Background: an optimization exercise with open tools, aiming at small area and a short achievable clock period. Do not read the settings as production practice. Only simulation tests tie the RTL to the original design; equivalence was not proved. Power is estimated from default activity; no workload was simulated.

## design.v

```verilog
module first_stage (
   iClk,
   iRst_n,
   iData_valid,
   iData,
   oData_valid,
   oData_Re,
   oData_Im);
localparam W = 34;
localparam NS = 7;
localparam NP = 64 - NS;
input         iClk;
input         iRst_n;
input         iData_valid;
input  [20:0] iData;
output        oData_valid;
output [31:0] oData_Re;
output [31:0] oData_Im;
reg           oData_valid;
reg    [31:0] oData_Re;
reg    [31:0] oData_Im;
reg  [7:0] Counter;
wire [7:0] Counter_next = Counter + 8'd1;
wire       Wrap = Counter_next[7] & Counter_next[6];
wire [7:0] Counter_new = Wrap ? 8'd0 : Counter_next;
wire       En = Counter[7] | iData_valid;
wire       Data_valid = Counter[7] | iData_valid & Counter[6];
always @(posedge iClk or negedge iRst_n)
   if (!iRst_n) Counter <= 8'd0;
   else if (En) Counter <= Counter_new;
reg  [23:0]  xA;                
reg  [21:0]  yA;                
reg  [W-1:0] xs [1:NS-1];
reg  [W-1:0] ys [1:NS-1];
wire [21:0] bR = ys[NS-1][31:10];
wire [21:0] inR = {iData[20], iData};
wire [21:0] Neg = bR - inR;
wire [21:0] lR = Counter[6] ? Neg : inR;
reg  [21:0] mem [0:NP-1];
integer k;
always @(posedge iClk)
   if (En) begin
      mem[0] <= lR;
      for (k = 1; k < NP; k = k + 1) mem[k] <= mem[k-1];
   end
wire [21:0] pR = mem[NP-1];
reg  [NS-1:0] g;
reg  [NS-1:0] d;
reg           sw;
reg    [6:0]  cO;
wire   [6:0]  dir [0:NS];
genvar s;
generate for (s = 0; s <= NS; s = s + 1) begin : ctl
   wire [6:0] ph = Counter_new[6:0] + (NS - s);
   cordic_rom rom (.iPhi(ph[5:0]), .oDir(dir[s]));
   if (s < NS) begin : r
      always @(posedge iClk or negedge iRst_n)
         if (!iRst_n) g[s] <= 1'b1;
         else if (En) g[s] <= ~ph[6];
   end
   if (s == 0) begin : d0
      always @(posedge iClk) d[s] <= 1'b0;
   end else if (s < NS) begin : dn
      always @(posedge iClk)
         if (En) d[s] <= dir[s][s-1];
   end
end endgenerate
always @(posedge iClk)
   if (En) begin
      sw <= dir[NS-1][6];
      cO <= dir[NS];
   end
wire [23:0]  x1h = -({{2{pR[21]}}, pR} & {24{g[0]}});
wire [W-1:0] nx [1:NS-1];
wire [W-1:0] ny [1:NS-1];
generate for (s = 1; s < NS; s = s + 1) begin : it
   wire [W-1:0] tx, ty;
   if (s == 1) begin : first
      cordic_iter #(.W(W), .I(1)) u (.iX({xA, 10'b0}), .iY({{2{yA[21]}}, yA, 10'b0}),
         .iG(g[s]), .iD(d[s]), .oX(tx), .oY(ty));
   end else begin : other
      cordic_iter #(.W(W), .I(s)) u (.iX(xs[s-1]), .iY(ys[s-1]), .iG(g[s]), .iD(d[s]), .oX(tx), .oY(ty));
   end
   if (s == 6) begin : last
      assign nx[s] = (g[s] & sw) ? ~ty : tx;
      assign ny[s] = (g[s] & sw) ? tx : ty;
   end else begin : mid
      assign nx[s] = tx;
      assign ny[s] = ty;
   end
end endgenerate
integer j;
always @(posedge iClk)
   if (En) begin
      xA <= x1h;
      yA <= pR;
      for (j = 1; j < NS; j = j + 1) begin
         xs[j] <= nx[j];
         ys[j] <= ny[j];
      end
   end
wire [31:0] ProdRe, ProdIm;
cordic_csd_add #(.N(32)) csd (.iX(xs[NS-1]), .iY(ys[NS-1]), .iNeg(cO[6]), .iSel(Counter[6]),
   .iPaRe({bR, 10'b0}), .iPbRe({inR, 10'b0}), .iPaIm(32'd0), .iPbIm(32'd0), .oRe(ProdRe), .oIm(ProdIm));
always @(posedge iClk or negedge iRst_n)
   if (!iRst_n) oData_valid <= 1'b0;
   else oData_valid <= Data_valid;
always @(posedge iClk) begin
   oData_Re <= ProdRe;
   oData_Im <= ProdIm;
end
endmodule
module plain_stage (
   iClk,
   iRst_n,
   iData_valid,
   iData_Re,
   iData_Im,
   oData_valid,
   oData_Re,
   oData_Im);
parameter N = 37;
parameter B = 1;
localparam L = 1 << B;
input          iClk;
input          iRst_n;
input          iData_valid;
input  [N-2:0] iData_Re;
input  [N-2:0] iData_Im;
output         oData_valid;
output [N-1:0] oData_Re;
output [N-1:0] oData_Im;
reg            oData_valid;
reg    [N-1:0] oData_Re;
reg    [N-1:0] oData_Im;
reg  [7:0] Counter;
wire [7:0] Counter_next = Counter + 8'd1;
wire       Wrap = Counter_next[7] & Counter_next[B];
wire       En = Counter[7] | iData_valid;
wire       Data_valid = Counter[7] | iData_valid & (|Counter[6:B]);
always @(posedge iClk or negedge iRst_n)
   if (!iRst_n) Counter <= 8'd0;
   else if (En) Counter <= Wrap ? 8'd0 : Counter_next;
reg  [2*N-1:0] mem [0:L-1];
wire [N-1:0] bRe = mem[L-1][2*N-1:N];
wire [N-1:0] bIm = mem[L-1][N-1:0];
wire [N-1:0] inRe = {iData_Re[N-2], iData_Re};
wire [N-1:0] inIm = {iData_Im[N-2], iData_Im};
wire [N-1:0] PosRe = bRe + inRe;
wire [N-1:0] PosIm = bIm + inIm;
wire [N-1:0] NegRe = bRe - inRe;
wire [N-1:0] NegIm = bIm - inIm;
wire [N-1:0] lRe = Counter[B] ? NegRe : inRe;
wire [N-1:0] lIm = Counter[B] ? NegIm : inIm;
integer k;
always @(posedge iClk)
   if (En) begin
      mem[0] <= {lRe, lIm};
      for (k = 1; k < L; k = k + 1) mem[k] <= mem[k-1];
   end
wire [N-1:0] ProdRe, ProdIm;
generate if (B == 1) begin : mj
   assign ProdRe = Counter[0] ? bIm : bRe;
   assign ProdIm = Counter[0] ? -bRe : bIm;
end else begin : nt
   assign ProdRe = bRe;
   assign ProdIm = bIm;
end endgenerate
always @(posedge iClk or negedge iRst_n)
   if (!iRst_n) oData_valid <= 1'b0;
   else oData_valid <= Data_valid;
always @(posedge iClk) begin
   oData_Re <= Counter[B] ? PosRe : ProdRe;
   oData_Im <= Counter[B] ? PosIm : ProdIm;
end
endmodule
module cordic_rom (
   iPhi,
   oDir);
input  [5:0] iPhi;
output [6:0] oDir;
reg    [6:0] oDir;
always @(*)
   case (iPhi)
   6'd0: oDir = 7'b0100111;
   6'd1: oDir = 7'b0000111;
   6'd2: oDir = 7'b0011011;
   6'd3: oDir = 7'b0101011;
   6'd4: oDir = 7'b0110011;
   6'd5: oDir = 7'b0010011;
   6'd6: oDir = 7'b0000011;
   6'd7: oDir = 7'b0111101;
   6'd8: oDir = 7'b0101101;
   6'd9: oDir = 7'b0110101;
   6'd10: oDir = 7'b0010101;
   6'd11: oDir = 7'b0000101;
   6'd12: oDir = 7'b0111001;
   6'd13: oDir = 7'b0101001;
   6'd14: oDir = 7'b0001001;
   6'd15: oDir = 7'b0010001;
   6'd16: oDir = 7'b0011110;
   6'd17: oDir = 7'b0101110;
   6'd18: oDir = 7'b0110110;
   6'd19: oDir = 7'b0010110;
   6'd20: oDir = 7'b0000110;
   6'd21: oDir = 7'b0111010;
   6'd22: oDir = 7'b0101010;
   6'd23: oDir = 7'b0001010;
   6'd24: oDir = 7'b0010010;
   6'd25: oDir = 7'b0000010;
   6'd26: oDir = 7'b0111100;
   6'd27: oDir = 7'b0101100;
   6'd28: oDir = 7'b0001100;
   6'd29: oDir = 7'b0010100;
   6'd30: oDir = 7'b0100100;
   6'd31: oDir = 7'b0111000;
   6'd32: oDir = 7'b0101000;
   6'd33: oDir = 7'b1000111;
   6'd34: oDir = 7'b1011011;
   6'd35: oDir = 7'b1101011;
   6'd36: oDir = 7'b1110011;
   6'd37: oDir = 7'b1010011;
   6'd38: oDir = 7'b1000011;
   6'd39: oDir = 7'b1111101;
   6'd40: oDir = 7'b1101101;
   6'd41: oDir = 7'b1110101;
   6'd42: oDir = 7'b1010101;
   6'd43: oDir = 7'b1000101;
   6'd44: oDir = 7'b1111001;
   6'd45: oDir = 7'b1101001;
   6'd46: oDir = 7'b1001001;
   6'd47: oDir = 7'b1010001;
   6'd48: oDir = 7'b1011110;
   6'd49: oDir = 7'b1101110;
   6'd50: oDir = 7'b1110110;
   6'd51: oDir = 7'b1010110;
   6'd52: oDir = 7'b1000110;
   6'd53: oDir = 7'b1111010;
   6'd54: oDir = 7'b1101010;
   6'd55: oDir = 7'b1001010;
   6'd56: oDir = 7'b1010010;
   6'd57: oDir = 7'b1000010;
   6'd58: oDir = 7'b1111100;
   6'd59: oDir = 7'b1101100;
   6'd60: oDir = 7'b1001100;
   6'd61: oDir = 7'b1010100;
   6'd62: oDir = 7'b1100100;
   6'd63: oDir = 7'b1111000;
   default: oDir = 7'b0000000;
   endcase
endmodule
module cordic_iter (
   iX, iY, iG, iD, oX, oY);
parameter W = 35;
parameter I = 1;
input  [W-1:0] iX, iY;
input          iG, iD;
output [W-1:0] oX, oY;
wire   [W-1:0] By = {{I{iY[W-1]}}, iY[W-1:I]};
wire   [W-1:0] Ax = {{I{iX[W-1]}}, iX[W-1:I]};
assign oX = iX + ((By ^ {W{~iD}}) & {W{iG}}) + {{(W-1){1'b0}}, iG & ~iD};
assign oY = iY + ((Ax ^ {W{iD}}) & {W{iG}}) + {{(W-2){1'b0}}, iG & iD, 1'b0};
endmodule
module cordic_csd (
   iX, iY, iNeg, oRe, oIm);
parameter N = 33;
localparam W = N + 2;
input  [W-1:0] iX, iY;
input          iNeg;
output [N-1:0] oRe, oIm;
wire   [W+15:0] er = {{16{iY[W-1]}}, iY};
wire   [W+15:0] ei = {{16{iX[W-1]}}, iX};
wire   [N-1:0] r1 = er[N:1],  r3 = er[N+2:3], r6 = er[N+5:6], r9 = er[N+8:9];
wire   [N-1:0] r12 = er[N+11:12], r14 = er[N+13:14], r16 = er[N+15:16];
wire   [N-1:0] i1 = ei[N:1],  i3 = ei[N+2:3], i6 = ei[N+5:6], i9 = ei[N+8:9];
wire   [N-1:0] i12 = ei[N+11:12], i14 = ei[N+13:14], i16 = ei[N+15:16];
assign oRe = r1 + r3 - r6 - r9 - r12 + r14 - r16;
assign oIm = i1 + i3 + ~i6 + ~i9 + ~i12 + i14 + ~i16 + (iNeg ? 3 : 4);
endmodule
module csa32 (
   iA, iB, iC, oS, oC);
parameter N = 33;
input  [N-1:0] iA, iB, iC;
output [N-1:0] oS, oC;
wire   [N-1:0] mj = (iA & iB) | (iA & iC) | (iB & iC);
assign oS = iA ^ iB ^ iC;
assign oC = {mj[N-2:0], 1'b0};
endmodule
module cordic_csd_add (
   iX, iY, iNeg, iSel, iPaRe, iPbRe, iPaIm, iPbIm, oRe, oIm);
parameter N = 33;
localparam W = N + 2;
input  [W-1:0] iX, iY;
input          iNeg, iSel;
input  [N-1:0] iPaRe, iPbRe, iPaIm, iPbIm;
output [N-1:0] oRe, oIm;
wire   [W+15:0] er = {{16{iY[W-1]}}, iY};
wire   [W+15:0] ei = {{16{iX[W-1]}}, iX};
wire   [N-1:0] ra, rb;
wire   [N-1:0] ia, ib;
cordic_csa7 #(.N(N)) cr (.iT1(er[N:1]), .iT3(er[N+2:3]), .iT6(~er[N+5:6]), .iT9(~er[N+8:9]),
   .iT12(~er[N+11:12]), .iT14(er[N+13:14]), .iT16(~er[N+15:16]), .iK(4), .oS(ra), .oC(rb));
cordic_csa7 #(.N(N)) ci (.iT1(ei[N:1]), .iT3(ei[N+2:3]), .iT6(~ei[N+5:6]), .iT9(~ei[N+8:9]),
   .iT12(~ei[N+11:12]), .iT14(ei[N+13:14]), .iT16(~ei[N+15:16]),
   .iK(iNeg ? 3 : 4), .oS(ia), .oC(ib));
assign oRe = (iSel ? iPaRe : ra) + (iSel ? iPbRe : rb);
assign oIm = (iSel ? iPaIm : ia) + (iSel ? iPbIm : ib);
endmodule
module cordic_csa7 (
   iT1, iT3, iT6, iT9, iT12, iT14, iT16, iK, oS, oC);
parameter N = 33;
input  [N-1:0] iT1, iT3, iT6, iT9, iT12, iT14, iT16;
input  [2:0]   iK;
output [N-1:0] oS, oC;
wire   [N-1:0] s1, c1, s2, c2, s3, c3, s4, c4, s5, c5;
csa32 #(.N(N)) a1 (.iA(iT1), .iB(iT3), .iC(iT6), .oS(s1), .oC(c1));
csa32 #(.N(N)) a2 (.iA(iT9), .iB(iT12), .iC(iT14), .oS(s2), .oC(c2));
csa32 #(.N(N)) a3 (.iA(s1), .iB(c1), .iC(s2), .oS(s3), .oC(c3));
csa32 #(.N(N)) a4 (.iA(c2), .iB(iT16), .iC({{(N-3){1'b0}}, iK}), .oS(s4), .oC(c4));
csa32 #(.N(N)) a5 (.iA(s3), .iB(c3), .iC(s4), .oS(s5), .oC(c5));
csa32 #(.N(N)) a6 (.iA(s5), .iB(c5), .iC(c4), .oS(oS), .oC(oC));
endmodule
module cordic_stage (
   iClk,
   iRst_n,
   iData_valid,
   iData_Re,
   iData_Im,
   oData_valid,
   oData_Re,
   oData_Im);
parameter N = 33;
parameter B = 5;
localparam W = N + 2;
localparam L = 1 << B;
localparam NS = (L >= 8) ? 7 : L;    
localparam NP = L - NS;              
localparam NX = 7 - NS;              
input          iClk;
input          iRst_n;
input          iData_valid;
input  [N-2:0] iData_Re;
input  [N-2:0] iData_Im;
output         oData_valid;
output [N-1:0] oData_Re;
output [N-1:0] oData_Im;
reg  [7:0] Counter;
wire [7:0] Counter_next = Counter + 8'd1;
wire       Wrap = Counter_next[7] & Counter_next[B];
wire [7:0] Counter_new = Wrap ? 8'd0 : Counter_next;
wire       En = Counter[7] | iData_valid;
wire       Data_valid = Counter[7] | iData_valid & (|Counter[6:B]);
always @(posedge iClk or negedge iRst_n)
   if (!iRst_n) Counter <= 8'd0;
   else if (En) Counter <= Counter_new;
reg  [W-1:0] xs [0:NS-1];
reg  [W-1:0] ys [0:NS-1];
wire [N-1:0] bRe = ys[NS-1][N-1:0];
wire [N-1:0] bIm = xs[NS-1][N-1:0];
wire [N-1:0] inRe = {iData_Re[N-2], iData_Re};
wire [N-1:0] inIm = {iData_Im[N-2], iData_Im};
wire [N-1:0] PosRe = bRe + inRe;
wire [N-1:0] PosIm = bIm + inIm;
wire [N-1:0] NegRe = bRe - inRe;
wire [N-1:0] NegIm = bIm - inIm;
wire [N-1:0] lRe = Counter[B] ? NegRe : inRe;
wire [N-1:0] lIm = Counter[B] ? NegIm : inIm;
wire [N-1:0] pRe, pIm;
generate if (NP > 0) begin : plain
   reg [2*N-1:0] mem [0:NP-1];
   integer k;
   always @(posedge iClk)
      if (En) begin
         mem[0] <= {lRe, lIm};
         for (k = 1; k < NP; k = k + 1) mem[k] <= mem[k-1];
      end
   assign pRe = mem[NP-1][2*N-1:N];
   assign pIm = mem[NP-1][N-1:0];
end else begin : noplain
   assign pRe = lRe;
   assign pIm = lIm;
end endgenerate
reg  [NS-1:0] g;
reg  [NS-1:0] d;
reg           sw;                    
wire [6:0]    dir [0:NS];
genvar s;
generate for (s = 0; s <= NS; s = s + 1) begin : ctl
   wire [B:0] ph = Counter_new[B:0] + (NS - s);
   cordic_rom rom (.iPhi({ph[B-1:0], {(6-B){1'b0}}}), .oDir(dir[s]));
   if (s < NS) begin : r
      always @(posedge iClk or negedge iRst_n)
         if (!iRst_n) g[s] <= (((NS - s) >> B) & 1) == 0;
         else if (En) g[s] <= ~ph[B];
   end
   if (s == 0) begin : d0
      always @(posedge iClk) d[s] <= 1'b0;
   end else if (s < NS) begin : dn
      always @(posedge iClk)
         if (En) d[s] <= dir[s][s-1];
   end
end endgenerate
reg    [6:0]  cO;
wire          swO = cO[6];           
always @(posedge iClk)
   if (En) begin
      sw <= dir[NS-1][6];
      cO <= dir[NS];
   end
wire [W-1:0] x0 = {{2{pIm[N-1]}}, pIm};
wire [W-1:0] y0 = {{2{pRe[N-1]}}, pRe};
wire [W-1:0] nx [0:NS-1];
wire [W-1:0] ny [0:NS-1];
assign nx[0] = x0 + ((~y0) & {W{g[0]}}) + {{(W-1){1'b0}}, g[0]};
assign ny[0] = y0 + (x0 & {W{g[0]}});
generate for (s = 1; s < NS; s = s + 1) begin : it
   wire [W-1:0] tx, ty;
   cordic_iter #(.W(W), .I(s)) u (.iX(xs[s-1]), .iY(ys[s-1]), .iG(g[s]), .iD(d[s]), .oX(tx), .oY(ty));
   if (s == 6) begin : last
      assign nx[s] = (g[s] & sw) ? ~ty : tx;
      assign ny[s] = (g[s] & sw) ? tx : ty;
   end else begin : mid
      assign nx[s] = tx;
      assign ny[s] = ty;
   end
end endgenerate
integer j;
always @(posedge iClk)
   if (En)
      for (j = 0; j < NS; j = j + 1) begin
         xs[j] <= nx[j];
         ys[j] <= ny[j];
      end
reg             vO;
reg     [N-1:0] rRe, rIm;
generate if (NX == 0) begin : direct
   wire [N-1:0] ProdRe, ProdIm;
   cordic_csd_add #(.N(N)) csd (.iX(xs[NS-1]), .iY(ys[NS-1]), .iNeg(swO), .iSel(Counter[B]),
      .iPaRe(bRe), .iPbRe(inRe), .iPaIm(bIm), .iPbIm(inIm), .oRe(ProdRe), .oIm(ProdIm));
   always @(posedge iClk or negedge iRst_n)
      if (!iRst_n) vO <= 1'b0;
      else vO <= Data_valid;
   always @(posedge iClk) begin
      rRe <= ProdRe;
      rIm <= ProdIm;
   end
end else begin : after
   reg [W-1:0] ox1, oy1, ox2, oy2, ox3, oy3;
   reg         f1, f2, f3, v1, v2, v3;
   reg  [2:0]  dd1;
   reg  [1:0]  dd2;
   reg         dd3;
   wire [W-1:0] tx1, ty1, tx2, ty2, tx3, ty3;
   cordic_iter #(.W(W), .I(4)) u4 (.iX(xs[NS-1]), .iY(ys[NS-1]), .iG(1'b1), .iD(cO[3]), .oX(tx1), .oY(ty1));
   cordic_iter #(.W(W), .I(5)) u5 (.iX(ox1), .iY(oy1), .iG(~f1), .iD(dd1[0]), .oX(tx2), .oY(ty2));
   cordic_iter #(.W(W), .I(6)) u6 (.iX(ox2), .iY(oy2), .iG(~f2), .iD(dd2[0]), .oX(tx3), .oY(ty3));
   always @(posedge iClk or negedge iRst_n)
      if (!iRst_n) begin
         v1 <= 1'b0; v2 <= 1'b0; v3 <= 1'b0; vO <= 1'b0;
      end else begin
         v1 <= Data_valid; v2 <= v1; v3 <= v2; vO <= v3;
      end
   always @(posedge iClk) begin
      f1 <= Counter[B];
      dd1 <= cO[6:4];
      ox1 <= Counter[B] ? {{2{PosIm[N-1]}}, PosIm} : tx1;
      oy1 <= Counter[B] ? {{2{PosRe[N-1]}}, PosRe} : ty1;
      f2 <= f1; dd2 <= dd1[2:1]; ox2 <= tx2; oy2 <= ty2;
      f3 <= f2; dd3 <= dd2[1];
      ox3 <= (~f2 & dd2[1]) ? ~ty3 : tx3;
      oy3 <= (~f2 & dd2[1]) ? tx3 : ty3;
   end
   wire [N-1:0] ProdRe, ProdIm;
   cordic_csd #(.N(N)) csd (.iX(ox3), .iY(oy3), .iNeg(dd3), .oRe(ProdRe), .oIm(ProdIm));
   always @(posedge iClk) begin
      rRe <= f3 ? oy3[N-1:0] : ProdRe;
      rIm <= f3 ? ox3[N-1:0] : ProdIm;
   end
end endgenerate
assign oData_valid = vO;
assign oData_Re = rRe;
assign oData_Im = rIm;
endmodule
module FFT_R2SDF (
   iClk,
   iRst_n,
   iData_valid,
   iData,
   oData_valid,
   oData_Re,
   oData_Im);
input         iClk;
input         iRst_n;
input         iData_valid;
input  [20:0] iData;
output        oData_valid;
output [37:0] oData_Re;
output [37:0] oData_Im;
reg        rValid;
reg [20:0] rData;
always @(posedge iClk or negedge iRst_n)
   if (!iRst_n) rValid <= 1'b0;
   else rValid <= iData_valid;
always @(posedge iClk)
   rData <= iData;
wire        v1, v2, v3, v4, v5, v6;
wire [31:0] d1r, d1i;
wire [32:0] d2r, d2i;
wire [33:0] d3r, d3i;
wire [34:0] d4r, d4i;
wire [35:0] d5r, d5i;
wire [36:0] d6r, d6i;
first_stage stage_1 (.iClk(iClk), .iRst_n(iRst_n), .iData_valid(rValid), .iData(rData),
   .oData_valid(v1), .oData_Re(d1r), .oData_Im(d1i));
cordic_stage #(.N(33), .B(5)) stage_2 (.iClk(iClk), .iRst_n(iRst_n), .iData_valid(v1),
   .iData_Re(d1r), .iData_Im(d1i), .oData_valid(v2), .oData_Re(d2r), .oData_Im(d2i));
cordic_stage #(.N(34), .B(4)) stage_3 (.iClk(iClk), .iRst_n(iRst_n), .iData_valid(v2),
   .iData_Re(d2r), .iData_Im(d2i), .oData_valid(v3), .oData_Re(d3r), .oData_Im(d3i));
cordic_stage #(.N(35), .B(3)) stage_4 (.iClk(iClk), .iRst_n(iRst_n), .iData_valid(v3),
   .iData_Re(d3r), .iData_Im(d3i), .oData_valid(v4), .oData_Re(d4r), .oData_Im(d4i));
cordic_stage #(.N(36), .B(2)) stage_5 (.iClk(iClk), .iRst_n(iRst_n), .iData_valid(v4),
   .iData_Re(d4r), .iData_Im(d4i), .oData_valid(v5), .oData_Re(d5r), .oData_Im(d5i));
plain_stage #(.N(37), .B(1)) stage_6 (.iClk(iClk), .iRst_n(iRst_n), .iData_valid(v5),
   .iData_Re(d5r), .iData_Im(d5i), .oData_valid(v6), .oData_Re(d6r), .oData_Im(d6i));
plain_stage #(.N(38), .B(0)) stage_7 (.iClk(iClk), .iRst_n(iRst_n), .iData_valid(v6),
   .iData_Re(d6r), .iData_Im(d6i), .oData_valid(oData_valid), .oData_Re(oData_Re), .oData_Im(oData_Im));
endmodule
```

## run.sh

```bash
#!/bin/bash
# synth_recipe.tcl (not shown) runs the flow's synth.tcl, then flattens the netlist and writes it again
# the make line also repeats each setting of config.mk as NAME=value (left out here)
make -C /OpenROAD-flow-scripts/flow DESIGN_CONFIG=/design/flow/config.mk WORK_HOME=/design/flow/orfs CLKGATE_MAP_FILE= SYNTH_SCRIPT=/design/flow/synth_recipe.tcl finish
```

## config.mk

```make
export PLATFORM = sky130hd
export DESIGN_NAME = FFT_R2SDF
export DESIGN_NICKNAME = FFT_R2SDF
export VERILOG_FILES = /design/flow/design.v
export SDC_FILE = /design/flow/constraint.sdc
export NUM_CORES = 4
export LEC_CHECK = 0
export CAP_MARGIN = 20
export CORE_MARGIN = 2
export CORE_UTILIZATION = 40
export SETUP_SLACK_MARGIN = 3
export SLEW_MARGIN = 20
```

## constraint.sdc

```tcl
create_clock -name core_clock -period 30.0 [get_ports {iClk}]
set_input_delay 6.0000 -clock core_clock [delete_from_list [all_inputs] [get_ports {iClk}]]
set_output_delay 6.0000 -clock core_clock [all_outputs]
set_load 0.01 [all_outputs]
```

==> impl_metrics.csv, run 1 <==
group,metric,value,unit
yosys,synth_top_family_by_area,"adder cells",
yosys,synth_warnings,47,
yosys,muxShareOfSynthArea,1.15,%
clock_network,cts_tree,"done",
setup_path,cp_slowest_cell,"clkdlybuf4s50_1",
yosys,synth-xor-area-share,9.66,%
clock_network,cts_buffer_depth,5,
worst_hold_path,hold_depth,0,
floorplanning,fp.dieW,1080,um
placement,placedInstanceArea,0.481,mm^2
setup_path,crit_path_max_fanout,1,
yosys,synth_fa_ha_area_share,19.3,%
setup_path,crit_type,"flip-flop to output port",
timing,setup_violations,0,
yosys,synthFlopType,"edfxtp_1",
detailed_routing,wire_per_inst,22.8,um
yosys,async_flop_share,1.41,%
floorplanning,start_util,40.1,%
detailed_routing,finalWirelength,1320000,um
timing,period_share,26.8,%
yosys,synth_seq_area_share,43.2,%
detailed_routing,ant_nets,0,
pwr,powerDensity,111,mW/mm^2
setup_path,arrival,2040,ps
clock_network,postCtsHoldBufs,0,
timing,report.final.hold_viol_count,0,
setup_path,critPathCaptureType,"output port",
setup_path,max_stage_delay,540,ps
pwr,leakage,0.215,uW
yosys,synth_edf_count,6086,
final_layout,multi_input_area,0.247,mm^2
clock_network,clk_pin_slew,60,ps
global_routing,antenna_found_initial,113,
global_routing,track_usage,22.1,%
timing,rsz0062_at_grt,"false",
timing,maxSlewHeadroom,7.44,%
placement,io_buffer_count,100,
clock_network,cts_buffers,777,
setup_path,reg2reg_depth,20,
yosys,synthSimpleGateAreaFrac,10.4,%
placement,globalplace.congestion,0.948,
pwr,fin_total_pwr,56600,uW
job,cap_violations,0,
final_layout,final_cell_mix,"edfxtp_1 (6086), ha_1 (4647), inv_1 (3279), xnor2_1 (3223), a21oi_1 (2797)",
clock_network,cts.sinks,6932,
final_layout,layout_commonest_cell,"edfxtp_1",
global_routing,grt_max_degree,214,
setup_path,critPathBufInv,1,
outcome,outcome,"timing/DRC/antenna clean",
final_layout,postLayoutCellArea,0.508,mm^2
clock_network,insertion_delay,1200,ps
final_layout,synthToLayoutAreaGrowth,9.66,%
yosys,synth_compound_area_share,12.7,%
pwr,peakVddDrop,0.000491,V
floorplanning,fp.dieArea,1.17,mm^2
final_layout,drive_gt1_share,4.52,%
detailed_routing,first_iter_violations,25800,
clock_network,cts_resized,0,
final_layout,nFillCells,107000,
final_layout,regArea,0.200,mm^2
detailed_routing,drc,0,
setup_path,worstPathRequired,24000,ps
floorplanning,boundaryPins,101,
setup_path,start_kind,"flip-flop",
global_routing,grt_pass1_wl,1970000,um
yosys,synthCells,42100,
clock_network,cts_setup_buffers,0,
setup_path,critical_path.top_delay_family,"buffers and inverters",
setup_path,cp.depth,1,
detailed_routing,dr.pass1.iters,8,
yosys,ys_ff_latch,6932,
clock_network,htree_levels,6,
detailed_routing,vias_per_cell,5.37,
detailed_routing,via_count,313000,
floorplanning,fp.dieH,1080,um
yosys,syn_area_per_cell,11.0,um^2
floorplanning,num_rows,395,
timing,clock_skew,120,ps
setup_path,crit_chain,"clkdlybuf4s50_1",
placement,dp_hpwl,1040000,um
timing,fin_hold_ws,326,ps
floorplanning,core,1.16,mm^2
timing,worstMarginPinSlew,1370,ps
timing,tns,0,ps
yosys,syn_area,0.463,mm^2
clock_network,root_buffer,"clkbuf_16",
global_routing,gr-total-overflow,0,
timing,drv_slew,0,
timing,fmaxAchievable,0.124,GHz
timing,finalCriticalPeriod,8040,ps
final_layout,nets,48400,
worst_hold_path,hp-class,"flip-flop to flip-flop",
yosys,synth_cell_types,101,
global_routing,grt_pass1_vias,308000,
Yosys cell counts (all sizes together), types with 93 or more instances:
master	n	share of area (%)
o21bai	500	0.81
nand2b	496	0.67
nor2b	552	0.75
mux2i	362	0.78
o21a	344	0.56
nand4	188	0.25
o31ai	187	0.30
buf	204	0.17
xnor2	3234	6.1
fa	1566	6.8
a21o	1518	2.5
dfxtp	748	3.2
and3	294	0.40
and2	1871	2.5
or2	107	0.14
nor4	93	0.13
nand3	535	0.58
nor3	483	0.52
mux2	150	0.36
nor2	2317	1.9
or3	205	0.28
edfxtp	6086	39
a211oi	255	0.42
ha	4647	13
o21ai	2165	2.3
inv	3286	2.7
a31oi	310	0.42
a21boi	114	0.18
xor2	1872	3.5
o211ai	114	0.18
a21oi	2799	3.0
nand2	2306	1.9
clkbuf	867	0.70
through the flow:
step	setup WS [ps]	instances	util (%)
6_report	21960	58200	43.9
5_1_grt	21840	58100	43.9
4_1_cts	21840	58100	43.9
3_5_place_dp	22230	56700	41.7
3_3_place_gp	22260	56700	41.7
2_1_floorplan	-3580	42100	-
logic make-up (layout without fill, tap and decap cells):
family,count (synthesis),after routing
flops,6932,6932
xor+xnor,5107,5107
mux,512,512
compound gates,9305,9305
simple gates,9689,9689
other cells,1,51
fa+ha+maj,6213,6213
buf+inv,4366,5085
state kept, by name, indices dropped and copies added (netlist names), 252 cells and up:
register,count
stage_3.xs,252
stage_3.ys,252
stage_4.ys,259
stage_1.mem,1254
stage_3.plain.mem,612
stage_2.plain.mem,1650
stage_4.xs,259
routing by layer:
| metal | vias to the layer above | share of wire [%] | GRT usage (%) |
|---|---|---|---|
| met4 | 28 | 3.8 | 7.49 |
| li1 | 149000 | - | - |
| met3 | 1678 | 5.4 | 3.18 |
| met2 | 7974 | 44 | 34.7 |
| met1 | 153000 | 46 | 31.3 |
| met5 | - | 0.016 | 0 |
power by group:
group | leakage (uW) | internal (uW) | switching, uW
Clock | 0.0126 | 5540 | 4170
Combinational | 0.137 | 13300 | 19300
Sequential | 0.0650 | 12900 | 1430
Total | 0.215 | 31700 | 24900
worst paths after layout:
path / startpoint / to / slack, ps
worst max-delay path: stage_7.oData_Im[19]$_DFF_P_ / oData_Im[19] / 21960
worst min-delay path: stage_5.after.dd1[2]$_DFF_P_ / stage_5.after.dd2[1]$_DFF_P_ / 330
worst max register to register: stage_3.ys[6][18]$_DFFE_PP_ / stage_3.rRe[32]$_DFF_P_ / 22630
worst min register to register: stage_5.after.dd1[2]$_DFF_P_ / stage_5.after.dd2[1]$_DFF_P_ / 330
max in group asynchronous: iRst_n / stage_1.Counter[6]$_DFFE_PN0P_ / 23480
min in group asynchronous: iRst_n / stage_5.vO$_DFF_PN0_ / 4900
layout make-up:
| cell class | count | area share (%) |
|---|---|---|
| clock inverters | 484 | 1.03 |
| repair buffers | 348 | 0.621 |
| multi-input cells | 30800 | 48.6 |
| flip-flops and latches | 6932 | 39.4 |
| inverters | 3295 | 2.45 |
| well taps | 15300 | 3.77 |
| clock buffers | 958 | 4.11 |
| diodes | 46 | 0.0227 |
==> run 2: changes to the inputs <==
==> flow/run.sh (new file) <==
#!/bin/bash
# The standard layout, with faster port buffers and timing repair aimed at an 8 ns
# period (the clock and constraints are unchanged). The make output goes to standard.log;
# ORFS keeps each tool's own log under orfs/logs.
set -euo pipefail
cd "$(dirname "$0")/.."
bash standard.sh finish \
  "BUFFER_PORTS_ARGS=-buffer_cell sky130_fd_sc_hd__buf_2" \
  SETUP_SLACK_MARGIN=22 \
  > standard.log 2>&1
==> standard.sh (new file) <==
#!/bin/bash
# synth_recipe.tcl (not shown) runs the flow's synth.tcl, then flattens the netlist and writes it again
# the make line also repeats each setting of config.mk as NAME=value (left out here)
make -C /OpenROAD-flow-scripts/flow DESIGN_CONFIG=/design/flow/config.mk WORK_HOME=/design/flow/orfs CLKGATE_MAP_FILE= SYNTH_SCRIPT=/design/flow/synth_recipe.tcl "${@:-finish}"
removed: run.sh
==> run 2 against run 1 <==
Synthesized cell count unchanged; clock skew is 21 ps lower; critical path depth unchanged; sequential power about the same; sequential share of layout area about the same; global-route usage increased by 0.17 points.
==> impl_metrics.csv, run 2 <==
group,metric,value,unit
outcome,outcome,"timing/DRC/antenna clean",
yosys,synth_top_family_by_area,"adder cells",
detailed_routing,ant_nets,0,
yosys,synthSimpleGateAreaFrac,10.4,%
detailed_routing,dr.max_layer_used,"met5",
setup_path,critPathBufInv,1,
clock_network,htree_levels,6,
setup_path,critPathCaptureType,"output port",
setup_path,crit_path_max_fanout,1,
clock_network,postCtsHoldBufs,0,
detailed_routing,vias_per_cell,5.38,
final_layout,reg_top3,"stage_2.plain.mem x1650, stage_1.mem x1254, stage_3.plain.mem x612",
yosys,muxShareOfSynthArea,1.15,%
setup_path,start_kind,"flip-flop",
timing,drv_slew,0,
timing,setup_violations,0,
floorplanning,fp.dieW,1080,um
detailed_routing,first_iter_violations,27300,
detailed_routing,wl_met3,68100,um
clock_network,cts_tree,"done",
placement,dp_hpwl,1050000,um
yosys,synthCells,42100,
detailed_routing,wl_met1,629000,um
setup_path,crit_path_start,"stage_7.oData_valid$_DFF_PN0_",
timing,fin_hold_ws,327,ps
floorplanning,start_util,40.1,%
setup_path,crit_chain,"buf_2",
timing,period_share,25.5,%
global_routing,grt_pass1_wl,1980000,um
setup_path,cp_slowest_cell,"dfrtp_1",
floorplanning,num_rows,395,
final_layout,layout_commonest_cell,"edfxtp_1",
clock_network,insertion_delay,1180,ps
yosys,netlist_top_cells_area,"edfxtp_1 (39%), ha_1 (13%), fa_1 (6.8%), xnor2_1 (6.1%), xor2_1 (3.5%)",
yosys,synth_compound_area_share,12.7,%
setup_path,worstPathRequired,24000,ps
clock_network,clk_pin_slew,60,ps
placement,io_buffer_count,100,
final_layout,postLayoutCellArea,0.507,mm^2
timing,clock_skew,99.2,ps
yosys,syn_area,0.463,mm^2
detailed_routing,finalWirelength,1340000,um
final_layout,max_flop_register,"stage_2.plain.mem",
yosys,async_flop_share,1.41,%
floorplanning,fp.dieArea,1.17,mm^2
yosys,syn_area_per_cell,11.0,um^2
pwr,leakage,0.215,uW
clock_network,cts_buffer_depth,5,
clock_network,root_buffer,"clkbuf_16",
clock_network,cts_setup_buffers,0,
setup_path,r2r_slack,23030,ps
timing,fmaxAchievable,0.130,GHz
timing,worstMarginPinSlew,1280,ps
detailed_routing,drc,0,
global_routing,grt_max_degree,216,
global_routing,gr-total-overflow,0,
setup_path,cp.depth,1,
yosys,yosysMostFrequentCell,"edfxtp_1",
setup_path,crit_type,"flip-flop to output port",
yosys,ys_ff_latch,6932,
yosys,synth_top_cell_area_share,39.5,%
final_layout,final_cell_mix,"edfxtp_1 (6086), ha_1 (4647), inv_1 (3279), xnor2_1 (3226), a21oi_1 (2797)",
floorplanning,core,1.16,mm^2
global_routing,track_usage,22.3,%
floorplanning,fp.dieH,1080,um
clock_network,cts.sinks,6932,
setup_path,arrival,1660,ps
setup_path,r2r_end,"stage_4.rIm[34]$_DFF_P_",
yosys,synth_cell_types,101,
yosys,synth_seq_area_share,43.2,%
detailed_routing,dr.pass1.iters,6,
timing,report.final.hold_viol_count,0,
job,cap_violations,0,
yosys,synth_top_cell_by_area,"edfxtp_1",
placement,placedCellCount,56700,
pwr,peakVddDrop,0.000740,V
setup_path,crit_end,"oData_valid",
timing,maxSlewHeadroom,13.8,%
placement,placedInstanceArea,0.481,mm^2
global_routing,grt_pass1_vias,308000,
setup_path,r2r-start,"stage_4.xs[6][14]$_DFFE_PP_",
clock_network,cts_resized,0,
final_layout,largest_reg_flops,1650,
detailed_routing,wire_per_inst,22.9,um
yosys,synthFlopType,"edfxtp_1",
yosys,synthTopCellsByCount,"edfxtp_1 (6086), ha_1 (4647), inv_1 (3286)",
final_layout,final-instance-count-excl-fill,58200,
timing,rsz0062_at_grt,"false",
setup_path,critical_path.top_delay_family,"flip-flops",
placement,globalplace.congestion,0.949,
floorplanning,boundaryPins,101,
final_layout,nets,48400,
setup_path,reg2reg_depth,21,
detailed_routing,wl_met2,591000,um
yosys,synth_edf_count,6086,
clock_network,cts_buffers,777,
global_routing,antenna_found_initial,126,
final_layout,drive_gt1_share,4.69,%
worst_hold_path,hp-class,"flip-flop to flip-flop",
pwr,fin_total_pwr,57800,uW
setup_path,max_stage_delay,360,ps
timing,tns,0,ps
yosys,synth-xor-area-share,9.66,%
timing,finalCriticalPeriod,7660,ps
pwr,powerDensity,114,mW/mm^2
yosys,synth_warnings,47,
yosys,synth_fa_ha_area_share,19.3,%
final_layout,synthToLayoutAreaGrowth,9.59,%
detailed_routing,via_count,313000,
==> run 2: cell count changes in the layout (fill, tap and decap cells not counted), sizes merged <==
cell           previous run  this run
buf                     249       352
clkdlybuf4s50            99         0
diode                    46        87
clkinv                  312       274
clkbuf                  958       982
inv                    3342      3359
clkinvlp                 63        48
bufinv                   62        70
==> run 2: report_power, final <==
part / switching [uW] / total (uW) / internal [uW]
Sequential: 1420 / 14300 / 12900
Combinational: 20400 / 33700 / 13400
Clock: 4180 / 9790 / 5610
==> run 2: final cells by class <==
type,count,area [um^2]
Antenna cell,87,218
Clock buffer,981,20900
Clock inverter,456,5350
Fill cell,108000,648000
Inverter,3295,12400
Multi-Input combinational cell,30800,247000
Sequential cell,6932,200000
Tap cell,15300,19100
Timing Repair Buffer,353,2600
==> run 2: kinds of logic (layout without fill, tap and decap cells) <==
group | Yosys count | after routing
other | 1 | 92
DFF | 6932 | 6932
AOI/OAI and AO/OA | 9305 | 9305
xor gates and xnor gates | 5107 | 5107
muxes | 512 | 512
buffers and inverters | 4366 | 5085
and+or+nand+nor | 9689 | 9689
adders and majority gates | 6213 | 6213
==> run 2: stage by stage <==
stage          utilization [%]  worst slack, ps
2_1_floorplan                -            -3580
3_3_place_gp              41.6            21920
3_5_place_dp              41.6            21880
4_1_cts                   43.9            22200
5_1_grt                   43.9            22230
6_report                  43.9            22340
==> run 2: worst min-delay path by stage <==
stage / from / endpoint / slack [ps] / depth (start not counted)
detailed placement: stage_5.after.dd1[1]$_DFF_P_ / stage_5.after.dd2[0]$_DFF_P_ / 320 / 0
floorplan: stage_5.after.dd1[1]$_DFF_P_ / stage_5.after.dd2[0]$_DFF_P_ / 310 / 0
global placement: stage_5.after.dd1[2]$_DFF_P_ / stage_5.after.dd2[1]$_DFF_P_ / 310 / 0
CTS: stage_5.after.dd1[1]$_DFF_P_ / stage_5.after.dd2[0]$_DFF_P_ / 330 / 0
global route: stage_5.after.dd1[1]$_DFF_P_ / stage_5.after.dd2[0]$_DFF_P_ / 340 / 0
finish: stage_5.after.dd1[1]$_DFF_P_ / stage_5.after.dd2[0]$_DFF_P_ / 330 / 0
==> run 2: metal layers <==
layer	up-vias	global-route usage, %
met5	-	0
met4	32	7.30
met1	154000	32.1
met3	1740	2.69
met2	7968	34.9
li1	150000	-
==> run 3: changes to the inputs <==
==> flow/run.sh (replaced) <==
#!/bin/bash
# The standard layout, with faster port buffers and timing repair aimed at a 7.6 ns
# period (the clock and constraints are unchanged). The make output goes to standard.log;
# ORFS keeps each tool's own log under orfs/logs.
set -euo pipefail
cd "$(dirname "$0")/.."
bash standard.sh finish \
  "BUFFER_PORTS_ARGS=-buffer_cell sky130_fd_sc_hd__buf_2" \
  SETUP_SLACK_MARGIN=22.4 \
  > standard.log 2>&1
==> run 3 against run 2 <==
Largest cell class unchanged; cell area about the same; count of clock-buffer cells in the layout is the same; sequential cell count stayed put; critical path type unchanged.
==> impl_metrics.csv, run 3 <==
group,metric,value,unit
yosys,synth_top_cell_area_share,39.5,%
timing,tns,0,ps
pwr,leakage,0.215,uW
yosys,synthSimpleGateAreaFrac,10.4,%
global_routing,grt_pass1_wl,1980000,um
clock_network,cts_setup_buffers,0,
setup_path,r2r_slack,23040,ps
setup_path,r2r-start,"stage_4.xs[6][14]$_DFFE_PP_",
floorplanning,fp.dieH,1080,um
placement,dp_hpwl,1050000,um
pwr,peakVddDrop,0.000745,V
global_routing,gr-total-overflow,0,
setup_path,cp_slowest_cell,"dfrtp_1",
pwr,powerDensity,114,mW/mm^2
detailed_routing,via_count,313000,
yosys,yosysMostFrequentCell,"edfxtp_1",
yosys,synth_cell_types,101,
global_routing,track_usage,22.3,%
yosys,synthTopCellsByCount,"edfxtp_1 (6086), ha_1 (4647), inv_1 (3286)",
yosys,syn_area_per_cell,11.0,um^2
detailed_routing,first_iter_violations,27500,
timing,rsz0062_at_grt,"true",
yosys,async_flop_share,1.41,%
setup_path,crit_path_start,"stage_7.oData_valid$_DFF_PN0_",
placement,place_ws,21880,ps
global_routing,grt_max_degree,216,
yosys,syn_area,0.463,mm^2
setup_path,r2r_end,"stage_4.rIm[34]$_DFF_P_",
yosys,synth_compound_area_share,12.7,%
clock_network,cts_tree,"done",
setup_path,worstPathRequired,24000,ps
pwr,seqPwrFrac,24.7,%
pwr,fin_total_pwr,57800,uW
clock_network,clk_pin_slew,60,ps
timing,period_share,25.6,%
clock_network,cts_buffers,777,
final_layout,synthToLayoutAreaGrowth,9.65,%
yosys,synth_edf_count,6086,
clock_network,cts_buffer_depth,5,
detailed_routing,finalWirelength,1340000,um
timing,drv_slew,0,
timing,setup_violations,0,
clock_network,postCtsHoldBufs,0,
setup_path,start_kind,"flip-flop",
yosys,synth_top_cell_by_area,"edfxtp_1",
yosys,synth_warnings,47,
pwr,pwr-share-comb,58.3,%
yosys,synthCells,42100,
pwr,p_int,31900,uW
floorplanning,num_rows,395,
timing,maxSlewHeadroom,13.3,%
setup_path,crit_type,"flip-flop to output port",
clock_network,cts.sinks,6932,
yosys,synth_top_family_by_area,"adder cells",
yosys,synth_seq_area_share,43.2,%
final_layout,final_cell_mix,"edfxtp_1 (6086), ha_1 (4647), inv_1 (3279), xnor2_1 (3226), a21oi_1 (2797)",
final_layout,final-instance-count-excl-fill,58200,
yosys,ys_ff_latch,6932,
setup_path,cp.depth,1,
global_routing,antenna_found_initial,126,
setup_path,critPathBufInv,1,
timing,worstMarginPinSlew,1290,ps
pwr,swShare,44.9,%
final_layout,layout_commonest_cell,"edfxtp_1",
setup_path,max_stage_delay,360,ps
final_layout,drive_gt1_share,4.77,%
timing,finalCriticalPeriod,7670,ps
timing,report.final.hold_viol_count,0,
final_layout,reg_top3,"stage_2.plain.mem x1650, stage_1.mem x1254, stage_3.plain.mem x612",
pwr,p_clk_share,16.9,%
setup_path,crit_chain,"buf_2",
detailed_routing,drc,0,
detailed_routing,wire_per_inst,22.9,um
floorplanning,core,1.16,mm^2
timing,clock_skew,99.1,ps
worst_hold_path,hp-class,"flip-flop to flip-flop",
clock_network,insertion_delay,1180,ps
setup_path,critPathCaptureType,"output port",
yosys,netlist_top_cells_area,"edfxtp_1 (39%), ha_1 (13%), fa_1 (6.8%), xnor2_1 (6.1%), xor2_1 (3.5%)",
yosys,muxShareOfSynthArea,1.15,%
setup_path,critical_path.top_delay_family,"flip-flops",
final_layout,nets,48400,
clock_network,htree_levels,6,
yosys,synth-xor-area-share,9.66,%
floorplanning,fp.dieArea,1.17,mm^2
yosys,synthFlopType,"edfxtp_1",
job,cap_violations,0,
floorplanning,start_util,40.1,%
setup_path,reg2reg_depth,21,
outcome,outcome,"timing/DRC/antenna clean",
final_layout,max_flop_register,"stage_2.plain.mem",
detailed_routing,dr.pass1.iters,7,
placement,globalplace.congestion,0.949,
timing,setup_ws,22330,ps
detailed_routing,vias_per_cell,5.38,
pwr,p_sw,26000,uW
setup_path,crit_path_max_fanout,1,
detailed_routing,ant_nets,0,
setup_path,arrival,1670,ps
floorplanning,boundaryPins,101,
global_routing,grt_pass1_vias,308000,
clock_network,root_buffer,"clkbuf_16",
floorplanning,fp.dieW,1080,um
setup_path,crit_end,"oData_valid",
final_layout,largest_reg_flops,1650,
placement,placedCellCount,56700,
yosys,synth_fa_ha_area_share,19.3,%
timing,fmaxAchievable,0.130,GHz
placement,io_buffer_count,100,
-- run 3: cell counts after synthesis --
No cell type changed its count.
-- run 3: power groups by stage --
| stage | Clock [uW] | Sequential (uW) | Combinational (uW) |
|---|---|---|---|
| 3_5_place_dp | 0 | 14500 | 33200 |
| 6_report | 9790 | 14300 | 33700 |
| 4_1_cts | 10100 | 14300 | 33600 |
| 5_1_grt | 10400 | 14400 | 37300 |
| 2_1_floorplan | 0 | 14100 | 23100 |
| 3_3_place_gp | 0 | 14500 | 33200 |
-- run 3: area by class of cell --
type / instances / area, um^2
fillers: 108000 / 648000
multi-input cells: 30800 / 247000
flip-flops and latches: 6932 / 200000
clock buffers: 981 / 20900
well taps: 15300 / 19100
inverters: 3295 / 12400
clock inverters: 456 / 5350
repair buffers: 353 / 2830
diodes: 91 / 228
-- run 3: worst min-delay path by stage --
stage / from / end / cells past startpoint
after global placement: stage_5.after.dd1[2]$_DFF_P_ / stage_5.after.dd2[1]$_DFF_P_ / 0
after global routing: stage_5.after.dd1[1]$_DFF_P_ / stage_5.after.dd2[0]$_DFF_P_ / 0
after detailed placement: stage_5.after.dd1[1]$_DFF_P_ / stage_5.after.dd2[0]$_DFF_P_ / 0
after CTS: stage_5.after.dd1[1]$_DFF_P_ / stage_5.after.dd2[0]$_DFF_P_ / 0
final: stage_5.after.dd1[1]$_DFF_P_ / stage_5.after.dd2[0]$_DFF_P_ / 0
after floorplan: stage_5.after.dd1[1]$_DFF_P_ / stage_5.after.dd2[0]$_DFF_P_ / 0
-- run 3: repair_timing --
action                     4_1_cts  5_1_grt
setup endpoints to repair       77       77
gates resized for setup         28       44
hold endpoints to repair         0        0
-- run 3: cell families after synthesis --
group | count (synthesis)
flip-flops | 6932
multiplexers | 512
other | 1
buffers and inverters | 4366
AND/OR/NAND/NOR | 9689
AO/OA/AOI/OAI | 9305
adder cells (fa/ha/maj) | 6213
XOR/XNOR | 5107
-- run 3: routing by layer --
layer / GRT usage (%) / up-vias / share of wire, %
li1: - / 150000 / -
met1: 32.1 / 154000 / 47
met2: 34.9 / 8018 / 44
met3: 2.69 / 1730 / 5.1
met4: 7.30 / 32 / 3.5
met5: 0 / - / 0.015
-- run 3: stage by stage --
stage          hold WS [ps]  area (um^2)  util (%)
6_report                327       508000      43.9
5_1_grt                 337       508000      43.9
4_1_cts                 328       507000      43.9
3_5_place_dp            315       481000      41.6
3_3_place_gp            313       481000      41.6
2_1_floorplan           310       463000         -
==> run 4: changes to the inputs <==
--- a/config.mk
+++ b/config.mk
@@ -9,4 +9,6 @@
 export CORE_MARGIN = 2
 export CORE_UTILIZATION = 40
+export CTS_CLUSTER_DIAMETER = 100
+export CTS_CLUSTER_SIZE = 20
 export SETUP_SLACK_MARGIN = 3
 export SLEW_MARGIN = 20
==> run 4 against run 3 <==
Total power shrank 5.5%; critical endpoint unchanged; register-to-register slack got worse by 20 ps; setup slack improved by 11 ps; first-iteration DRC count shrank 1.7%; cell area shrank 2.3%; utilization shrank 1.0 points; highest routed layer unchanged; largest cell class unchanged; combinational power is essentially flat; global-route usage fell by 0.14 points.
==> impl_metrics.csv, run 4 <==
group,metric,value,unit
setup_path,start_kind,"flip-flop",
timing,worstMarginPinSlew,1330,ps
detailed_routing,via_count,311000,
yosys,synthCells,42100,
setup_path,crit_chain,"buf_2",
detailed_routing,vias_per_cell,5.40,
setup_path,max_stage_delay,370,ps
setup_path,crit_path_max_fanout,1,
clock_network,cts_buffer_depth,5,
yosys,synthFlopType,"edfxtp_1",
floorplanning,fp.dieArea,1.17,mm^2
clock_network,cts.sinks,6932,
yosys,syn_area,0.463,mm^2
setup_path,critPathBufInv,1,
final_layout,layout_commonest_cell,"edfxtp_1",
placement,placedInstanceArea,0.481,mm^2
yosys,ys_ff_latch,6932,
final_layout,max_flop_register,"stage_2.plain.mem",
timing,rsz0062_at_grt,"true",
global_routing,track_usage,22.1,%
yosys,synth_seq_area_share,43.2,%
global_routing,grt_pass1_wl,1970000,um
setup_path,cp_slowest_cell,"dfrtp_1",
clock_network,root_buffer,"clkbuf_16",
timing,setup_violations,0,
clock_network,cts_buffers,462,
yosys,synthTopCellsByCount,"edfxtp_1 (6086), ha_1 (4647), inv_1 (3286)",
setup_path,arrival,1660,ps
yosys,async_flop_share,1.41,%
detailed_routing,dr.pass1.iters,6,
yosys,syn_area_per_cell,11.0,um^2
setup_path,critical_path.top_delay_family,"flip-flops",
detailed_routing,wire_per_inst,23.1,um
outcome,outcome,"timing/DRC/antenna clean",
setup_path,r2r_end,"stage_4.rIm[34]$_DFF_P_",
worst_hold_path,hold_path_end,"stage_5.after.dd2[0]$_DFF_P_",
yosys,synth_edf_count,6086,
final_layout,final_cell_mix,"edfxtp_1 (6086), ha_1 (4647), inv_1 (3279), xnor2_1 (3226), a21oi_1 (2797)",
setup_path,reg2reg_depth,21,
setup_path,critPathCaptureType,"output port",
final_layout,nets,48100,
yosys,synth_cell_types,101,
yosys,netlist_top_cells_area,"edfxtp_1 (39%), ha_1 (13%), fa_1 (6.8%), xnor2_1 (6.1%), xor2_1 (3.5%)",
worst_hold_path,min_from,"stage_5.after.dd1[1]$_DFF_P_",
timing,tns,0,ps
yosys,synth_top_cell_by_area,"edfxtp_1",
yosys,yosysMostFrequentCell,"edfxtp_1",
placement,dp_hpwl,1050000,um
final_layout,largest_reg_flops,1650,
final_layout,nFillCells,108000,
yosys,synth_warnings,47,
global_routing,grt_max_degree,216,
detailed_routing,first_iter_violations,27100,
clock_network,insertion_delay,1190,ps
pwr,leakage,0.210,uW
global_routing,antenna_found_initial,131,
floorplanning,start_util,40.1,%
global_routing,grt_pass1_vias,305000,
timing,maxSlewHeadroom,10.7,%
pwr,peakVddDrop,0.000732,V
timing,drv_slew,0,
worst_hold_path,hold_depth,0,
clock_network,postCtsHoldBufs,0,
timing,fmaxAchievable,0.131,GHz
floorplanning,core,1.16,mm^2
setup_path,worstPathRequired,24000,ps
detailed_routing,ant_nets,0,
final_layout,reg_top3,"stage_2.plain.mem x1650, stage_1.mem x1254, stage_3.plain.mem x612",
global_routing,gr-total-overflow,0,
pwr,powerDensity,110,mW/mm^2
final_layout,postLayoutCellArea,0.496,mm^2
floorplanning,fp.dieW,1080,um
placement,globalplace.congestion,0.949,
timing,report.final.hold_viol_count,0,
clock_network,htree_levels,5,
setup_path,r2r-start,"stage_4.xs[6][14]$_DFFE_PP_",
clock_network,clk_pin_slew,90,ps
timing,clock_skew,111,ps
placement,io_buffer_count,100,
setup_path,crit_type,"flip-flop to output port",
detailed_routing,finalWirelength,1330000,um
yosys,synth_top_cell_area_share,39.5,%
setup_path,r2r_slack,23020,ps
floorplanning,num_rows,395,
clock_network,cts_tree,"done",
timing,finalCriticalPeriod,7660,ps
final_layout,synthToLayoutAreaGrowth,7.14,%
timing,period_share,25.5,%
detailed_routing,drc,0,
floorplanning,boundaryPins,101,
worst_hold_path,hp-class,"flip-flop to flip-flop",
final_layout,drive_gt1_share,3.55,%
job,cap_violations,0,
floorplanning,fp.dieH,1080,um
timing,fin_hold_ws,329,ps
run 4: worst max-delay path by stage:
stage / startpoint / endpoint / cells after the start
floorplan: stage_2.Counter[7]$_DFFE_PN0P_ / stage_2.cO[6]$_SDFFCE_PN0P_ / 3
global placement: iRst_n / stage_1.Counter[6]$_DFFE_PN0P_ / 3
detailed placement: iRst_n / stage_1.Counter[6]$_DFFE_PN0P_ / 3
CTS: stage_7.oData_valid$_DFF_PN0_ / oData_valid / 1
global route: stage_7.oData_valid$_DFF_PN0_ / oData_valid / 1
finish: stage_7.oData_valid$_DFF_PN0_ / oData_valid / 1
run 4: layout make-up:
| class | instances | area [um^2] | area share [%] |
|---|---|---|---|
| sequential | 6932 | 200000 | 40.4 |
| clock inverter | 165 | 2310 | 0.465 |
| tap | 15300 | 19100 | 3.85 |
| timing repair buffer | 353 | 2820 | 0.568 |
| multi-input combinational | 30800 | 247000 | 49.7 |
| inverter | 3295 | 12400 | 2.50 |
| antenna | 90 | 225 | 0.0454 |
| clock buffer | 596 | 12300 | 2.48 |
run 4: timing repair:
action                     CTS  global route
hold endpoints to repair     0             0
setup endpoints to repair   77            77
pin swaps                    0             0
buffers inserted             0             0
resized for setup           26            44
run 4: per-stage QoR:
step | utilization [%] | cells | total power [uW] | worst slack (ps)
global placement | 41.6 | 56700 | 47700 | 21920
detailed placement | 41.6 | 56700 | 47700 | 21880
finish | 42.9 | 57500 | 54700 | 22340
global route | 42.9 | 57500 | 58900 | 22250
CTS | 42.9 | 57500 | 54800 | 22230
floorplan | - | 42100 | 37200 | -3580
run 4: logic make-up after synthesis:
logic type               share of synthesized area [%]
AO/OA/AOI/OAI                                     12.7
XOR/XNOR                                          9.66
adder cells (fa/ha/maj)                           19.3
buffers and inverters                             3.54
flip-flops                                        43.2
multiplexers                                      1.15
other                                         0.000810
AND/OR/NAND/NOR                                   10.4
run 4: metal layers:
| metal | wire [um] | GRT usage [%] | share of wire (%) | up-vias |
|---|---|---|---|---|
| met2 | 586000 | 34.7 | 44 | 7666 |
| met4 | 47100 | 7.08 | 3.5 | 30 |
| li1 | - | - | - | 148000 |
| met3 | 64800 | 2.46 | 4.9 | 1517 |
| met1 | 629000 | 32.1 | 47 | 153000 |
| met5 | 189 | 0 | 0.014 | - |
run 4: report_power, final:
| group | internal, uW | total [uW] | switching, uW | leakage [uW] |
|---|---|---|---|---|
| registers | 12900 | 14300 | 1420 | 0.0650 |
| clock network | 3080 | 6660 | 3580 | 0.00707 |
| logic | 13400 | 33700 | 20400 | 0.137 |
==> run 5: changes to the inputs <==
==> flow/run.sh (replaced) <==
#!/bin/bash
# The standard layout with three changes to how it is made (the clock, constraints and
# the design are unchanged): faster port buffers (buf_2), timing repair aimed at an 8 ns
# period, and a clock tree with larger sink clusters and no dummy loads. The make output
# goes to standard.log; ORFS keeps each tool's own log under orfs/logs.
set -euo pipefail
cd "$(dirname "$0")/.."
bash standard.sh finish \
  "BUFFER_PORTS_ARGS=-buffer_cell sky130_fd_sc_hd__buf_2" \
  SETUP_SLACK_MARGIN=22 \
  "CTS_ARGS=-sink_clustering_enable -repair_clock_nets -sink_clustering_size 20 -sink_clustering_max_diameter 100 -dont_use_dummy_load" \
  > standard.log 2>&1
--- a/config.mk
+++ b/config.mk
@@ -9,6 +9,4 @@
 export CORE_MARGIN = 2
 export CORE_UTILIZATION = 40
-export CTS_CLUSTER_DIAMETER = 100
-export CTS_CLUSTER_SIZE = 20
 export SETUP_SLACK_MARGIN = 3
 export SLEW_MARGIN = 20
==> run 5 against run 4 <==
Utilization down 0.29 points; total power is 1.4% lower; global-route usage hardly changed; maximum frequency is essentially flat; cell area is 0.66% lower; setup slack better by 5.3 ps; sequential cell count unchanged; non-clock buffer count unchanged; worst hold slack hardly changed; synthesized cell count unchanged; via count shrank 0.14%; die area did not move.
==> impl_metrics.csv, run 5 <==
group,metric,value,unit
clock_network,cts_buffer_depth,5,
timing,maxSlewHeadroom,12.6,%
timing,setup_violations,0,
detailed_routing,dr.pass1.iters,14,
final_layout,nets,48100,
worst_hold_path,hold_path_end,"stage_5.after.dd2[0]$_DFF_P_",
clock_network,cts.sinks,6932,
yosys,synth_seq_area_share,43.2,%
placement,io_buffer_count,100,
setup_path,r2r_slack,23040,ps
detailed_routing,first_iter_violations,26900,
job,cap_violations,0,
timing,rsz0062_at_grt,"false",
final_layout,reg_top3,"stage_2.plain.mem x1650, stage_1.mem x1254, stage_3.plain.mem x612",
yosys,syn_area,0.463,mm^2
clock_network,cts_tree,"done",
final_layout,postLayoutCellArea,0.493,mm^2
placement,globalplace.congestion,0.949,
outcome,outcome,"timing/DRC/antenna clean",
global_routing,grt_max_degree,216,
timing,setup_ws,22350,ps
clock_network,insertion_delay,1160,ps
setup_path,r2r_end,"stage_3.rIm[33]$_DFF_P_",
yosys,synth_warnings,47,
final_layout,synthToLayoutAreaGrowth,6.43,%
timing,finalCriticalPeriod,7650,ps
worst_hold_path,hold_depth,0,
yosys,synth_edf_count,6086,
clock_network,clk_pin_slew,90,ps
final_layout,multi_input_area,0.247,mm^2
worst_hold_path,hp-class,"flip-flop to flip-flop",
clock_network,cts_buffers,462,
yosys,netlist_top_cells_area,"edfxtp_1 (39%), ha_1 (13%), fa_1 (6.8%), xnor2_1 (6.1%), xor2_1 (3.5%)",
pwr,peakVddDrop,0.000737,V
timing,tns,0,ps
setup_path,start_kind,"flip-flop",
yosys,synth_cell_types,101,
floorplanning,start_util,40.1,%
timing,period_share,25.5,%
floorplanning,core,1.16,mm^2
placement,dp_hpwl,1050000,um
yosys,synthTopCellsByCount,"edfxtp_1 (6086), ha_1 (4647), inv_1 (3286)",
placement,place_ws,21880,ps
setup_path,critPathCaptureType,"output port",
detailed_routing,via_count,310000,
clock_network,postCtsHoldBufs,0,
final_layout,final_cell_mix,"edfxtp_1 (6086), ha_1 (4647), inv_1 (3279), xnor2_1 (3226), a21oi_1 (2797)",
yosys,synthCells,42100,
final_layout,regArea,0.200,mm^2
final_layout,final-instance-count-excl-fill,57300,
final_layout,largest_reg_flops,1650,
floorplanning,fp.dieArea,1.17,mm^2
clock_network,htree_levels,5,
final_layout,nFillCells,109000,
setup_path,worstPathRequired,24000,ps
floorplanning,num_rows,395,
setup_path,critPathBufInv,1,
worst_hold_path,min_from,"stage_5.after.dd1[1]$_DFF_P_",
global_routing,gr-total-overflow,0,
timing,drv_slew,0,
yosys,synth_top_cell_area_share,39.5,%
global_routing,antenna_found_initial,132,
timing,worstMarginPinSlew,1300,ps
yosys,yosysMostFrequentCell,"edfxtp_1",
global_routing,track_usage,22.1,%
pwr,powerDensity,109,mW/mm^2
floorplanning,boundaryPins,101,
timing,report.final.hold_viol_count,0,
placement,placedCellCount,56700,
global_routing,grt_pass1_vias,304000,
setup_path,arrival,1650,ps
timing,clock_skew,135,ps
setup_path,r2r-start,"stage_3.xs[6][18]$_DFFE_PP_",
clock_network,cts_resized,0,
detailed_routing,vias_per_cell,5.42,
clock_network,root_buffer,"clkbuf_16",
final_layout,layout_commonest_cell,"edfxtp_1",
final_layout,max_flop_register,"stage_2.plain.mem",
floorplanning,fp.dieH,1080,um
setup_path,crit_path_max_fanout,1,
setup_path,reg2reg_depth,20,
yosys,synthFlopType,"edfxtp_1",
setup_path,critical_path.top_delay_family,"flip-flops",
yosys,async_flop_share,1.41,%
detailed_routing,finalWirelength,1330000,um
pwr,leakage,0.208,uW
setup_path,crit_chain,"buf_2",
yosys,ys_ff_latch,6932,
detailed_routing,drc,0,
clock_network,cts_setup_buffers,0,
floorplanning,fp.dieW,1080,um
timing,fmaxAchievable,0.131,GHz
final_layout,drive_gt1_share,3.07,%
global_routing,grt_pass1_wl,1970000,um
yosys,syn_area_per_cell,11.0,um^2
detailed_routing,ant_nets,0,
placement,placedInstanceArea,0.481,mm^2
detailed_routing,wire_per_inst,23.2,um
setup_path,max_stage_delay,370,ps
yosys,synth_top_cell_by_area,"edfxtp_1",
setup_path,cp_slowest_cell,"dfrtp_1",
setup_path,crit_type,"flip-flop to output port",
[run 5: cell types whose count changed in the layout (fill, tap and decap cells not counted), moves of 10 or more]
cell	previous run	this run
clkinv_4	12	0
buf_2	64	99
clkbuf_8	10	0
diode_2	90	100
buf_6	47	12
inv_6	27	2
clkinv_2	13	1
dfxtp_1	708	743
dfxtp_2	37	2
inv_16	16	1
clkinv_8	27	0
clkbuf_1	116	0
inv_8	27	3
inv_12	20	0
[run 5: layout make-up]
| class | count | area share, % |
|---|---|---|
| antenna | 100 | 0.0508 |
| clock buffer | 462 | 2.35 |
| inverter | 3295 | 2.52 |
| multi-input combinational | 30800 | 50.0 |
| sequential | 6932 | 40.6 |
| tap | 15300 | 3.88 |
| timing repair buffer | 353 | 0.528 |
[run 5: layer usage]
| metal | track usage (%) | part of all wire (%) | routed length [um] |
|---|---|---|---|
| met5 | 0 | 0.013 | 168 |
| met4 | 6.86 | 3.4 | 45600 |
| met3 | 2.51 | 5.1 | 67700 |
| met2 | 34.7 | 44 | 586000 |
| met1 | 32.0 | 47 | 627000 |
[run 5: how the worst max path moves through the flow]
| stage | startpoint | to | slack [ps] | cells past startpoint |
|---|---|---|---|---|
| floorplan | stage_2.Counter[7]$_DFFE_PN0P_ | stage_2.cO[6]$_SDFFCE_PN0P_ | -3580 | 3 |
| global placement | iRst_n | stage_1.Counter[6]$_DFFE_PN0P_ | 21920 | 3 |
| detailed placement | iRst_n | stage_1.Counter[6]$_DFFE_PN0P_ | 21880 | 3 |
| CTS | stage_7.oData_valid$_DFF_PN0_ | oData_valid | 22230 | 1 |
| global route | stage_7.oData_valid$_DFF_PN0_ | oData_valid | 22260 | 1 |
| finish | stage_7.oData_valid$_DFF_PN0_ | oData_valid | 22350 | 1 |
[run 5: cells by family after synthesis]
| kind of cell | after synthesis | synth area share, % |
|---|---|---|
| AO/OA/AOI/OAI | 9305 | 12.7 |
| XOR/XNOR | 5107 | 9.66 |
| adder cells (fa/ha/maj) | 6213 | 19.3 |
| buffers and inverters | 4366 | 3.54 |
| flip-flops | 6932 | 43.2 |
| multiplexers | 512 | 1.15 |
| other | 1 | 0.000810 |
| AND/OR/NAND/NOR | 9689 | 10.4 |
[run 5: per-stage QoR]
stage / hold WS [ps] / total power [uW] / utilization [%]
after floorplan: 310 / 37200 / -
after global placement: 313 / 47700 / 41.6
after detailed placement: 315 / 47700 / 41.6
after CTS: 325 / 54100 / 42.6
after global routing: 335 / 58100 / 42.6
final: 330 / 53900 / 42.6
[run 5: power breakdown]
part / internal (uW) / switching [uW] / leakage (uW) / total [uW]
clock: 2700 / 3190 / 0.00569 / 5890
sequential: 12900 / 1420 / 0.0650 / 14300
combinational: 13400 / 20400 / 0.137 / 33700
total: 28900 / 25000 / 0.208 / 53900

[what the ideal ports hide]
In the flow no input, the clock included, has a driving cell. The finished layouts below were timed again as built, in two steps.
Step 1 sets driving cells, clkbuf_16 on the clock port and buf_2 on the other inputs (assumed; they add their load-dependent delay and slew).
Step 2 times the ports against the registers' clock, not the clock port: input delays grow and output delays shrink by t, the midpoint of the rising clock arrivals with the driver on.
Slacks: ideal / step 1 / step 2; pairs: ideal / step 1.
run | shift t [ns] | setup slack, ns | worst register clock-pin slew, ns
run 1 | 1.293 | 21.958 / 21.807 / 22.299 | 0.08 / 0.08
run 2 | 1.278 | 22.335 / 22.187 / 21.933 | 0.08 / 0.08
run 3 | 1.282 | 22.333 / 22.182 / 21.912 | 0.08 / 0.08
run 4 | 1.289 | 22.344 / 22.194 / 21.865 | 0.10 / 0.10
run 5 | 1.245 | 22.350 / 22.199 / 21.893 | 0.09 / 0.09
After both steps setup and hold are still met in every run listed. For run 4, which loses most, drivers alone change the setup slack by -0.150 ns; drivers and shift together by -0.479 ns. Setup slack includes reset recovery checks.
